From an optimization exercise on the open Yosys and OpenROAD flow, aimed at small area, a short achievable clock period and few clock cycles; shortcuts taken in it are not production practice.
Power is estimated from default activity; no workload was simulated.

== job 101 ==
Design source_64bit_mod3, start of the top module:
module source_64bit_mod3(s, f, x, e, clk);
output reg [1:0] s;
output reg f;
input wire [63:0] x;
input wire e;
input wire clk;
wire n1; g_nand2 u1 (.a(x[2]), .b(x[0]), .y(n1));
wire n2; g_nor2 u2 (.a(x[3]), .b(n1), .y(n2));
wire n3; g_nor2 u3 (.a(x[2]), .b(x[0]), .y(n3));
wire n4; g_a21oi u4 (.a1(x[3]), .a2(n3), .b1(n2), .y(n4));
wire n5; g_nand2 u5 (.a(x[1]), .b(n4), .y(n5));
wire n6; g_a211oi u6 (.a1(x[3]), .a2(n1), .b1(n2), .c1(n3), .y(n6));
wire n7; g_o22ai u7 (.a1(x[1]), .a2(n4), .b1(n5), .b2(n6), .y(n7));
wire n8; g_o21a u8 (.a1(x[1]), .a2(n6), .b1(n5), .y(n8));
wire n9; g_nand2 u9 (.a(x[6]), .b(x[4]), .y(n9));
wire n10; g_nor2 u10 (.a(x[7]), .b(n9), .y(n10));
wire n11; g_nor2 u11 (.a(x[6]), .b(x[4]), .y(n11));
wire n12; g_a21oi u12 (.a1(x[7]), .a2(n11), .b1(n10), .y(n12));
wire n13; g_nand2 u13 (.a(x[5]), .b(n12), .y(n13));
wire n14; g_a211oi u14 (.a1(x[7]), .a2(n9), .b1(n10), .c1(n11), .y(n14));
wire n15; g_o22ai u15 (.a1(x[5]), .a2(n12), .b1(n13), .b2(n14), .y(n15));
wire n16; g_o21a u16 (.a1(x[5]), .a2(n14), .b1(n13), .y(n16));
wire n17; g_nand2 u17 (.a(x[10]), .b(x[8]), .y(n17));
wire n18; g_nor2 u18 (.a(x[11]), .b(n17), .y(n18));
wire n19; g_nor2 u19 (.a(x[10]), .b(x[8]), .y(n19));
wire n20; g_a21oi u20 (.a1(x[11]), .a2(n19), .b1(n18), .y(n20));
wire n21; g_nand2 u21 (.a(x[9]), .b(n20), .y(n21));
wire n22; g_a211oi u22 (.a1(x[11]), .a2(n17), .b1(n18), .c1(n19), .y(n22));
wire n23; g_o22ai u23 (.a1(x[9]), .a2(n20), .b1(n21), .b2(n22), .y(n23));
wire n24; g_o21a u24 (.a1(x[9]), .a2(n22), .b1(n21), .y(n24));
wire n25; g_nand2 u25 (.a(x[14]), .b(x[12]), .y(n25));
wire n26; g_nor2 u26 (.a(x[15]), .b(n25), .y(n26));
wire n27; g_nor2 u27 (.a(x[14]), .b(x[12]), .y(n27));
wire n28; g_a21oi u28 (.a1(x[15]), .a2(n27), .b1(n26), .y(n28));
wire n29; g_nand2 u29 (.a(x[13]), .b(n28), .y(n29));
  ...
==> flow/config.mk <==
export PLATFORM = sky130hd
export DESIGN_NAME = source_64bit_mod3
export DESIGN_NICKNAME = source_64bit_mod3
export VERILOG_FILES = /design/flow/design.v
export SDC_FILE = /design/flow/constraint.sdc
export NUM_CORES = 4
export LEC_CHECK = 0
export CAP_MARGIN = 20
export CORE_AREA = 5 5 85 85
export CTS_BUF_LIST = sky130_fd_sc_hd__clkbuf_2
export DIE_AREA = 0 0 90 90
export SLEW_MARGIN = 20
export SYNTH_HIERARCHICAL = 1
export BUFFER_PORTS_ARGS = -buffer_cell sky130_fd_sc_hd__buf_1
export POST_FLOORPLAN_TCL = /design/flow/flow/downsize.tcl
==> flow/constraint.sdc <==
create_clock -name core_clock -period 4.5 [get_ports {clk}]
set_input_delay 0.9000 -clock core_clock [delete_from_list [all_inputs] [get_ports {clk}]]
set_output_delay 0.9000 -clock core_clock [all_outputs]
set_load 0.01 [all_outputs]
standard.sh (not shown) runs the stock make flow with config.mk's settings and CLKGATE_MAP_FILE= SYNTH_SCRIPT=/design/flow/synth_recipe.tcl, a recipe that flattens the netlist after the stock synthesis.
==> flow/flow/run.sh <==
#!/bin/bash
HERE=$(pwd)
cat >> config.mk <<EOC
export BUFFER_PORTS_ARGS = -buffer_cell sky130_fd_sc_hd__buf_1
export POST_FLOORPLAN_TCL = $HERE/flow/downsize.tcl
EOC
bash standard.sh > standard.log 2>&1
==> flow/flow/downsize.tcl <==
# After floorplan: put every logic gate that synthesis upsized back to its _1 size.
# Timing repair later in the flow still upsizes whatever it needs to.
set db [ord::get_db]
set block [[$db getChip] getBlock]
set n 0
foreach inst [$block getInsts] {
  set name [[$inst getMaster] getName]
  if {[regexp {^(sky130_fd_sc_hd__(a21oi|a211oi|a22oi|o21ai|o22ai|o21a|nand2|nand3|nor2|nor3|xor2|xnor2))_[248]$} $name -> base]} {
    set new [$db findMaster ${base}_1]
    if {$new ne "NULL" && $new ne ""} {
      $inst swapMaster $new
      incr n
    }
  }
}
puts "downsize.tcl: resized $n instances to drive strength 1"
Edits applied to the flow inputs when going from job 101 to job 102:
diff --git a/flow/design.v b/flow/design.v
--- a/flow/design.v
+++ b/flow/design.v
@@ -14,19 +14,19 @@
 assign y = ~(a | b);
 endmodule
 module g_o21a(input a1,a2,b1, output y);
 assign y = (a1 | a2) & b1;
 endmodule
 module g_o22ai(input a1,a2,b1,b2, output y);
 assign y = ~((a1 | a2) & (b1 | b2));
 endmodule
 module source_64bit_mod3(s, f, x, e, clk);
-output reg [1:0] s;
+output [1:0] s;
 output reg f;
 input wire [63:0] x;
 input wire e;
 input wire clk;
 wire n1; g_nand2 u1 (.a(x[2]), .b(x[0]), .y(n1));
 wire n2; g_nor2 u2 (.a(x[3]), .b(n1), .y(n2));
 wire n3; g_nor2 u3 (.a(x[2]), .b(x[0]), .y(n3));
 wire n4; g_a21oi u4 (.a1(x[3]), .a2(n3), .b1(n2), .y(n4));
 wire n5; g_nand2 u5 (.a(x[1]), .b(n4), .y(n5));
@@ -267,44 +267,46 @@
 wire n240; g_nor2 u240 (.a(n208), .b(n204), .y(n240));
 wire n241; g_nand2 u241 (.a(n239), .b(n204), .y(n241));
 wire n242; g_nand2 u242 (.a(n194), .b(n240), .y(n242));
 wire n243; g_nand2 u243 (.a(n198), .b(n208), .y(n243));
 wire n244; g_nand3 u244 (.a(n241), .b(n242), .c(n243), .y(n244));
 wire n245; g_nand2 u245 (.a(n239), .b(n208), .y(n245));
 wire n246; g_nand2 u246 (.a(n194), .b(n204), .y(n246));
 wire n247; g_nand2 u247 (.a(n198), .b(n240), .y(n247));
 wire n248; g_nand3 u248 (.a(n245), .b(n246), .c(n247), .y(n248));
-wire n249; g_nor2 u249 (.a(n218), .b(n214), .y(n249));
-wire n250; g_nor2 u250 (.a(n228), .b(n224), .y(n250));
-wire n251; g_nand2 u251 (.a(n249), .b(n224), .y(n251));
-wire n252; g_nand2 u252 (.a(n214), .b(n250), .y(n252));
-wire n253; g_nand2 u253 (.a(n218), .b(n228), .y(n253));
+reg [7:0] r;
+always @(posedge clk) begin
+  f <= e;
+  r <= {n244, n248, n234, n238, n224, n228, n214, n218};
+end
+wire n249; g_nor2 u249 (.a(r[0]), .b(r[1]), .y(n249));
+wire n250; g_nor2 u250 (.a(r[2]), .b(r[3]), .y(n250));
+wire n251; g_nand2 u251 (.a(n249), .b(r[3]), .y(n251));
+wire n252; g_nand2 u252 (.a(r[1]), .b(n250), .y(n252));
+wire n253; g_nand2 u253 (.a(r[0]), .b(r[2]), .y(n253));
 wire n254; g_nand3 u254 (.a(n251), .b(n252), .c(n253), .y(n254));
-wire n255; g_nand2 u255 (.a(n249), .b(n228), .y(n255));
-wire n256; g_nand2 u256 (.a(n214), .b(n224), .y(n256));
-wire n257; g_nand2 u257 (.a(n218), .b(n250), .y(n257));
+wire n255; g_nand2 u255 (.a(n249), .b(r[2]), .y(n255));
+wire n256; g_nand2 u256 (.a(r[1]), .b(r[3]), .y(n256));
+wire n257; g_nand2 u257 (.a(r[0]), .b(n250), .y(n257));
 wire n258; g_nand3 u258 (.a(n255), .b(n256), .c(n257), .y(n258));
-wire n259; g_nor2 u259 (.a(n238), .b(n234), .y(n259));
-wire n260; g_nor2 u260 (.a(n248), .b(n244), .y(n260));
-wire n261; g_nand2 u261 (.a(n259), .b(n244), .y(n261));
-wire n262; g_nand2 u262 (.a(n234), .b(n260), .y(n262));
-wire n263; g_nand2 u263 (.a(n238), .b(n248), .y(n263));
+wire n259; g_nor2 u259 (.a(r[4]), .b(r[5]), .y(n259));
+wire n260; g_nor2 u260 (.a(r[6]), .b(r[7]), .y(n260));
+wire n261; g_nand2 u261 (.a(n259), .b(r[7]), .y(n261));
+wire n262; g_nand2 u262 (.a(r[5]), .b(n260), .y(n262));
+wire n263; g_nand2 u263 (.a(r[4]), .b(r[6]), .y(n263));
 wire n264; g_nand3 u264 (.a(n261), .b(n262), .c(n263), .y(n264));
-wire n265; g_nand2 u265 (.a(n259), .b(n248), .y(n265));
-wire n266; g_nand2 u266 (.a(n234), .b(n244), .y(n266));
-wire n267; g_nand2 u267 (.a(n238), .b(n260), .y(n267));
+wire n265; g_nand2 u265 (.a(n259), .b(r[6]), .y(n265));
+wire n266; g_nand2 u266 (.a(r[5]), .b(r[7]), .y(n266));
+wire n267; g_nand2 u267 (.a(r[4]), .b(n260), .y(n267));
 wire n268; g_nand3 u268 (.a(n265), .b(n266), .c(n267), .y(n268));
 wire n269; g_nor2 u269 (.a(n258), .b(n254), .y(n269));
 wire n270; g_nor2 u270 (.a(n268), .b(n264), .y(n270));
 wire n271; g_nand2 u271 (.a(n269), .b(n264), .y(n271));
 wire n272; g_nand2 u272 (.a(n254), .b(n270), .y(n272));
 wire n273; g_nand2 u273 (.a(n258), .b(n268), .y(n273));
 wire n274; g_nand3 u274 (.a(n271), .b(n272), .c(n273), .y(n274));
 wire n275; g_nand2 u275 (.a(n269), .b(n268), .y(n275));
 wire n276; g_nand2 u276 (.a(n254), .b(n264), .y(n276));
 wire n277; g_nand2 u277 (.a(n258), .b(n270), .y(n277));
 wire n278; g_nand3 u278 (.a(n275), .b(n276), .c(n277), .y(n278));
-always @(posedge clk) begin
-  f <= e;
-  s <= {n278, n274};
-end
+assign s = {n278, n274};
 endmodule
==> summary.txt <==
Job 102 ran to completion and came out clean on the timing, DRC and antenna checks.
Relative to job 101, placed cell count has increased by about 1.4% in job 102.
Compared with job 101, job 102 shows a higher clock network power share.
Higher share of the clock period used by the worst path after layout among job 102 and job 101: job 101
Job 102 vs job 101: area of the mapped netlist up by a little under 10%
Depth of the critical timing path with buffers and inverters included delta for job 102 relative to job 101: 11 lower
Comparing job 101 against job 102, there is no change at all in maximum fanout along the worst path.
On core box area, job 102 and job 101 are neck and neck.
Summary — clock power, job 102 relative to job 101: higher, by about 50%.
s[0] as the worst setup path endpoint was reported by job 101, and s[1] by job 102.
Taking job 101 as the reference point, the final area of job 102 rises by 7.1%.
Compared job 102 against job 101; count of unresolved DRC violations after routing within noise.
In job 102, the routed wire length came out 4.1% above the value in job 101.
When the final numbers for job 102 and job 101 were put side by side, the cell count turned out to be smaller in job 101.
No functional check of the RTL was part of any run of this note.

[port drivers added, routing unchanged]
No port has a modelled driver above. Below, the same layouts with a new extraction and two added sets of constraints. Step 1, drivers: a clkbuf_16 drives clk and a buf_2 each remaining input, both assumed. Step 2 also shifts input and output timing later by t, the mid clock arrival at the registers, as if the neighbouring blocks saw the same clock. a / b / c = ideal ports / drivers / drivers and shift; a / b = the first two.
run | t, ns | setup WS [ns] | hold WS [ns] | latest minus earliest clock arrival (ns) | worst slew at a driven data input, ns
job 101 | 0.207 | 1.827 / 1.820 / 1.613 | 0.797 / 0.809 / 1.016 | 0.000 / 0.001 | 0.04
job 102 | 0.272 | 2.246 / 2.222 / 2.232 | 0.731 / 0.730 / 1.002 | 0.006 / 0.006 | 0.04
After both steps setup and hold are still met in every run listed. For job 101, which loses most, drivers alone change the setup slack by -0.007 ns; drivers and shift together by -0.214 ns.
